Background: an optimization exercise with open tools, aiming at small area, a short achievable clock period and few clock cycles per item. Do not read the settings as production practice. Where RTL was checked, it was by simulation tests only, not by an equivalence proof against the original.

Design square_root32, start of the top module:
module square_root32(
		input wire iCLOCK,
		input wire inRESET,
		input wire iDATA_REQ,
		output wire oDATA_BUSY,
		input wire [31:0] iDATA,
		output wire oDATA_VALID,
		input wire iDATA_BUSY,
		output wire [15:0] oDATA
	);
	reg b_skid_valid;
	reg [15:0] b_skid_data;
	reg b_out_valid;
	reg [15:0] b_out_data;
	wire adv = !b_skid_valid;
	reg b_v1;
	reg b_v2;
	reg b_v3;
	reg b_v4;
	reg b_v5;
	reg b_v6;
	wire [31:0] x0;
	wire [0:0] q1;
	wire [1:0] r1;
	wire [29:0] x1;
	reg [1:0] qn2;
	wire [1:0] q2 = ~qn2;
	reg [2:0] r2;
	reg [27:0] x2;
	wire [2:0] q3;
	wire [3:0] r3;
	wire [25:0] x3;
	wire [3:0] q4;
	wire [4:0] r4;
	wire [23:0] x4;
	reg [4:0] qn5;
	wire [4:0] q5 = ~qn5;
	reg [5:0] r5;
	reg [21:0] x5;
	wire [5:0] q6;
	wire [6:0] r6;
	wire [19:0] x6;
	wire [6:0] q7;
	wire [7:0] r7;
	wire [17:0] x7;
	reg [7:0] qn8;
	wire [7:0] q8 = ~qn8;
	reg [8:0] r8;
	reg [15:0] x8;
	wire [8:0] q9;
	wire [9:0] r9;
	wire [13:0] x9;
	reg [9:0] qn10;
	wire [9:0] q10 = ~qn10;
	reg [10:0] r10;
	reg [11:0] x10;
	wire [10:0] q11;
	wire [11:0] r11;
	wire [9:0] x11;
	reg [11:0] qn12;
	wire [11:0] q12 = ~qn12;
	reg [12:0] r12;
	reg [7:0] x12;
	wire [12:0] q13;
	wire [13:0] r13;
	wire [5:0] x13;
	reg [13:0] qn14;
	wire [13:0] q14 = ~qn14;
	reg [14:0] r14;
	reg [3:0] x14;
	wire [14:0] q15;
	wire [15:0] r15;
  ...
Settings: LEC_CHECK=0, ABC_AREA=1, CAP_MARGIN=20, CORE_MARGIN=2, CORE_UTILIZATION=55, CTS_BUF_LIST=sky130_fd_sc_hd__clkbuf_16, CTS_CLUSTER_DIAMETER=80, CTS_CLUSTER_SIZE=28, SLEW_MARGIN=20; clock period 15.0 ns.
standard.sh (not shown) runs the stock make flow with config.mk's settings and CLKGATE_MAP_FILE= SYNTH_SCRIPT=/design/flow/synth_recipe.tcl, a recipe that flattens the netlist after the stock synthesis.
==> flow/flow/run.sh <==
#!/bin/bash
bash standard.sh SETUP_SLACK_MARGIN=10.9 finish > standard.log 2>&1
==> next run, changes <==
--- a/flow/config.mk
+++ b/flow/config.mk
@@ -9,7 +9,5 @@
 export CAP_MARGIN = 20
 export CORE_MARGIN = 2
-export CORE_UTILIZATION = 55
-export CTS_BUF_LIST = sky130_fd_sc_hd__clkbuf_16
-export CTS_CLUSTER_DIAMETER = 80
-export CTS_CLUSTER_SIZE = 28
+export CORE_UTILIZATION = 40
+export CTS_BUF_LIST = sky130_fd_sc_hd__clkbuf_8
 export SLEW_MARGIN = 20
Effect: The changed run produced a clean layout; routed wire length stays flat; cell count went up by a little under a tenth.
No run of this note included a check of the RTL's function; only the layout flow was run.

alpha:
The RTL this note starts from:
==> flow/design.v <==
`default_nettype none
module square_root32(
		input wire iCLOCK,
		input wire inRESET,
		input wire iDATA_REQ,
		output wire oDATA_BUSY,
		input wire [31:0] iDATA,
		output wire oDATA_VALID,
		input wire iDATA_BUSY,
		output wire [15:0] oDATA
	);
	reg b_skid_valid;
	reg [15:0] b_skid_data;
	reg b_out_valid;
	reg [15:0] b_out_data;
	wire adv = !b_skid_valid;
	reg b_v1;
	reg b_v2;
	reg b_v3;
	reg b_v4;
	reg b_v5;
	reg b_v6;
	reg b_v7;
	wire [31:0] x0;
	wire [0:0] q1;
	wire [1:0] r1;
	wire [29:0] x1;
	reg [1:0] q2;
	reg [2:0] r2;
	reg [27:0] x2;
	wire [2:0] q3;
	wire [3:0] r3;
	wire [25:0] x3;
	wire [3:0] q4;
	wire [4:0] r4;
	wire [23:0] x4;
	reg [4:0] q5;
	reg [5:0] r5;
	reg [21:0] x5;
	wire [5:0] q6;
	wire [6:0] r6;
	wire [19:0] x6;
	reg [6:0] q7;
	reg [7:0] r7;
	reg [17:0] x7;
	wire [7:0] q8;
	wire [8:0] r8;
	wire [15:0] x8;
	reg [8:0] q9;
	reg [9:0] r9;
	reg [13:0] x9;
	wire [9:0] q10;
	wire [10:0] r10;
	wire [11:0] x10;
	reg [10:0] q11;
	reg [11:0] r11;
	reg [9:0] x11;
	wire [11:0] q12;
	wire [12:0] r12;
	wire [7:0] x12;
	reg [12:0] q13;
	reg [13:0] r13;
	reg [5:0] x13;
	wire [13:0] q14;
	wire [14:0] r14;
	wire [3:0] x14;
	reg [14:0] q15;
	reg [15:0] r15;
	reg [1:0] x15;
	wire [15:0] q16;
	assign x0 = iDATA;
	wire ge0 = (x0[31:30] != 2'b00);
	assign q1 = {ge0};
	assign r1 = (ge0 ? (x0[31:30] - 2'd1) : x0[31:30]);
	assign x1 = x0[29:0];
	wire [3:0] t1 = {r1, x1[29:28]};
	wire [4:0] d1 = {1'b0, t1} - {2'b00, q1, 2'b01};
	wire ge1 = !d1[4];
	always @(posedge iCLOCK) begin
		if (adv) begin
			q2 <= {q1, ge1};
			r2 <= (ge1 ? d1[2:0] : t1[2:0]);
			x2 <= x1[27:0];
		end
	end
	wire [4:0] t2 = {r2, x2[27:26]};
	wire [5:0] d2 = {1'b0, t2} - {2'b00, q2, 2'b01};
	wire ge2 = !d2[5];
	assign q3 = {q2, ge2};
	assign r3 = (ge2 ? d2[3:0] : t2[3:0]);
	assign x3 = x2[25:0];
	wire [5:0] t3 = {r3, x3[25:24]};
	wire [6:0] d3 = {1'b0, t3} - {2'b00, q3, 2'b01};
	wire ge3 = !d3[6];
	assign q4 = {q3, ge3};
	assign r4 = (ge3 ? d3[4:0] : t3[4:0]);
	assign x4 = x3[23:0];
	wire [6:0] t4 = {r4, x4[23:22]};
	wire [7:0] d4 = {1'b0, t4} - {2'b00, q4, 2'b01};
	wire ge4 = !d4[7];
	always @(posedge iCLOCK) begin
		if (adv) begin
			q5 <= {q4, ge4};
			r5 <= (ge4 ? d4[5:0] : t4[5:0]);
			x5 <= x4[21:0];
		end
	end
	wire [7:0] t5 = {r5, x5[21:20]};
	wire [8:0] d5 = {1'b0, t5} - {2'b00, q5, 2'b01};
	wire ge5 = !d5[8];
	assign q6 = {q5, ge5};
	assign r6 = (ge5 ? d5[6:0] : t5[6:0]);
	assign x6 = x5[19:0];
	wire [8:0] t6 = {r6, x6[19:18]};
	wire [9:0] d6 = {1'b0, t6} - {2'b00, q6, 2'b01};
	wire ge6 = !d6[9];
	always @(posedge iCLOCK) begin
		if (adv) begin
			q7 <= {q6, ge6};
			r7 <= (ge6 ? d6[7:0] : t6[7:0]);
			x7 <= x6[17:0];
		end
	end
	wire [9:0] t7 = {r7, x7[17:16]};
	wire [10:0] d7 = {1'b0, t7} - {2'b00, q7, 2'b01};
	wire ge7 = !d7[10];
	assign q8 = {q7, ge7};
	assign r8 = (ge7 ? d7[8:0] : t7[8:0]);
	assign x8 = x7[15:0];
	wire [10:0] t8 = {r8, x8[15:14]};
	wire [11:0] d8 = {1'b0, t8} - {2'b00, q8, 2'b01};
	wire ge8 = !d8[11];
	always @(posedge iCLOCK) begin
		if (adv) begin
			q9 <= {q8, ge8};
			r9 <= (ge8 ? d8[9:0] : t8[9:0]);
			x9 <= x8[13:0];
		end
	end
	wire [11:0] t9 = {r9, x9[13:12]};
	wire [12:0] d9 = {1'b0, t9} - {2'b00, q9, 2'b01};
	wire ge9 = !d9[12];
	assign q10 = {q9, ge9};
	assign r10 = (ge9 ? d9[10:0] : t9[10:0]);
	assign x10 = x9[11:0];
	wire [12:0] t10 = {r10, x10[11:10]};
	wire [13:0] d10 = {1'b0, t10} - {2'b00, q10, 2'b01};
	wire ge10 = !d10[13];
	always @(posedge iCLOCK) begin
		if (adv) begin
			q11 <= {q10, ge10};
			r11 <= (ge10 ? d10[11:0] : t10[11:0]);
			x11 <= x10[9:0];
		end
	end
	wire [13:0] t11 = {r11, x11[9:8]};
	wire [14:0] d11 = {1'b0, t11} - {2'b00, q11, 2'b01};
	wire ge11 = !d11[14];
	assign q12 = {q11, ge11};
	assign r12 = (ge11 ? d11[12:0] : t11[12:0]);
	assign x12 = x11[7:0];
	wire [14:0] t12 = {r12, x12[7:6]};
	wire [15:0] d12 = {1'b0, t12} - {2'b00, q12, 2'b01};
	wire ge12 = !d12[15];
	always @(posedge iCLOCK) begin
		if (adv) begin
			q13 <= {q12, ge12};
			r13 <= (ge12 ? d12[13:0] : t12[13:0]);
			x13 <= x12[5:0];
		end
	end
	wire [15:0] t13 = {r13, x13[5:4]};
	wire [16:0] d13 = {1'b0, t13} - {2'b00, q13, 2'b01};
	wire ge13 = !d13[16];
	assign q14 = {q13, ge13};
	assign r14 = (ge13 ? d13[14:0] : t13[14:0]);
	assign x14 = x13[3:0];
	wire [16:0] t14 = {r14, x14[3:2]};
	wire [17:0] d14 = {1'b0, t14} - {2'b00, q14, 2'b01};
	wire ge14 = !d14[17];
	always @(posedge iCLOCK) begin
		if (adv) begin
			q15 <= {q14, ge14};
			r15 <= (ge14 ? d14[15:0] : t14[15:0]);
			x15 <= x14[1:0];
		end
	end
	wire [17:0] t15 = {r15, x15[1:0]};
	wire [18:0] d15 = {1'b0, t15} - {2'b00, q15, 2'b01};
	wire ge15 = !d15[18];
	wire [15:0] res = {q15, ge15};
	always @(posedge iCLOCK or negedge inRESET) begin
		if (!inRESET) b_v1 <= 1'b0;
		else if (adv) b_v1 <= iDATA_REQ;
	end
	always @(posedge iCLOCK or negedge inRESET) begin
		if (!inRESET) b_v2 <= 1'b0;
		else if (adv) b_v2 <= b_v1;
	end
	always @(posedge iCLOCK or negedge inRESET) begin
		if (!inRESET) b_v3 <= 1'b0;
		else if (adv) b_v3 <= b_v2;
	end
	always @(posedge iCLOCK or negedge inRESET) begin
		if (!inRESET) b_v4 <= 1'b0;
		else if (adv) b_v4 <= b_v3;
	end
	always @(posedge iCLOCK or negedge inRESET) begin
		if (!inRESET) b_v5 <= 1'b0;
		else if (adv) b_v5 <= b_v4;
	end
	always @(posedge iCLOCK or negedge inRESET) begin
		if (!inRESET) b_v6 <= 1'b0;
		else if (adv) b_v6 <= b_v5;
	end
	always @(posedge iCLOCK or negedge inRESET) begin
		if (!inRESET) b_v7 <= 1'b0;
		else if (adv) b_v7 <= b_v6;
	end
	wire out_free = !b_out_valid || !iDATA_BUSY;
	always @(posedge iCLOCK or negedge inRESET) begin
		if (!inRESET) begin
			b_out_valid <= 1'b0;
			b_skid_valid <= 1'b0;
		end else if (out_free) begin
			b_out_valid <= b_skid_valid || b_v7;
			b_skid_valid <= 1'b0;
		end else if (!b_skid_valid) begin
			b_skid_valid <= b_v7;
		end
	end
	always @(posedge iCLOCK) begin
		if (out_free) b_out_data <= b_skid_valid ? b_skid_data : res;
		if (!b_skid_valid) b_skid_data <= res;
	end
	assign oDATA_BUSY = b_skid_valid;
	assign oDATA_VALID = b_out_valid;
	assign oDATA = b_out_data;
endmodule
`default_nettype wire
clock: 15.0 ns
lec_check: 0
cap_margin: 20
core_margin: 2
core_utilization: 40
slew_margin: 20
==> flow/flow/run.sh <==
#!/bin/bash
bash standard.sh SETUP_SLACK_MARGIN=10.5 CORE_UTILIZATION=60 finish > standard.log 2>&1
alpha completed end to end with timing, DRC and antenna clean.
Testbench counts of alpha, summed over its fixed seeds: cycles 12,064, items 12,000.
For beta, these inputs were changed with respect to alpha:
Settings: ABC_AREA now 1, previously not set.
==> flow/flow/run.sh <==
#!/bin/bash
bash standard.sh SETUP_SLACK_MARGIN=10.9 BUFFER_PORTS_ARGS='-buffer_cell sky130_fd_sc_hd__buf_1' finish > standard.log 2>&1
Results
beta | stages: all done | timing, DRC, antenna: all pass
Wire length on beta is up relative to alpha.
Looking at launch point of the critical path, the b_skid_valid result is from beta; the q13[3] one comes from alpha.
Changes observed in beta relative to alpha: number of violations reported at the end of detailed-routing iteration 0 shrank by 67, share of the cycle needed by the critical path after routing shrank by 2.2 points, count of cells along the worst register-to-register path shrank by 2, final cell utilization of the core shrank by 27 points, amount of wire on met2 after detailed routing shrank by about 1.3%.
For gamma, these inputs were changed with respect to beta:
Settings: removing ABC_AREA (formerly 1).
==> flow/flow/run.sh <==
#!/bin/bash
bash standard.sh SETUP_SLACK_MARGIN=10.2 ABC_AREA=1 finish > standard.log 2>&1
### Flow results
Length of the first detailed-routing pass in iterations came out exactly the same in beta and gamma.
First-pass GRT wire length delta (gamma − beta): favourable
Compared beta against gamma; cell depth of the worst hold path within noise.
gamma: slew at the pin with the worst max-slew slack is 31 ps higher than what beta reported.
The inputs of delta differ from those of gamma as listed below.
==> flow/flow/run.sh <==
#!/bin/bash
bash standard.sh SETUP_SLACK_MARGIN=10.8 ABC_AREA=1 finish > standard.log 2>&1
Results
Diff gamma -> delta | non-clock buffer count | increase of 16%. delta -> gamma: post-synthesis instance area delta 0, exact match.

==> re-timing with driven ports <==
How much do the figures lean on ideal ports? The routed layouts below were timed once more, with nothing changed but the port constraints.
Step 1, drivers: a clkbuf_16 drives iCLOCK and a buf_2 each remaining input, both assumed.
Step 2, shift: input delay + t, output delay - t, t = (earliest + latest rising clock arrival at the registers) / 2. This alone moves slack from input paths to output paths.
a / b / c = ideal / step 1 / step 2; a / b = the first two.
| run | t (ns) | setup WS [ns] | worst register clock-pin slew, ns |
|---|---|---|---|
| the first run of note 1 | 0.550 | 10.581 / 10.581 / 10.553 | 0.10 / 0.10 |
| the second run of note 1 | 0.621 | 10.784 / 10.735 / 10.561 | 0.06 / 0.06 |
| alpha | 0.601 | 10.454 / 10.454 / 10.454 | 0.06 / 0.06 |
| beta | 0.615 | 10.783 / 10.732 / 10.922 | 0.07 / 0.07 |
| gamma | 0.623 | 10.534 / 10.480 / 10.555 | 0.07 / 0.07 |
| delta | 0.624 | 10.855 / 10.802 / 10.553 | 0.07 / 0.07 |
After both steps setup and hold are still met in every run listed. For delta, which loses most, drivers alone change the setup slack by -0.053 ns; drivers and shift together by -0.302 ns.
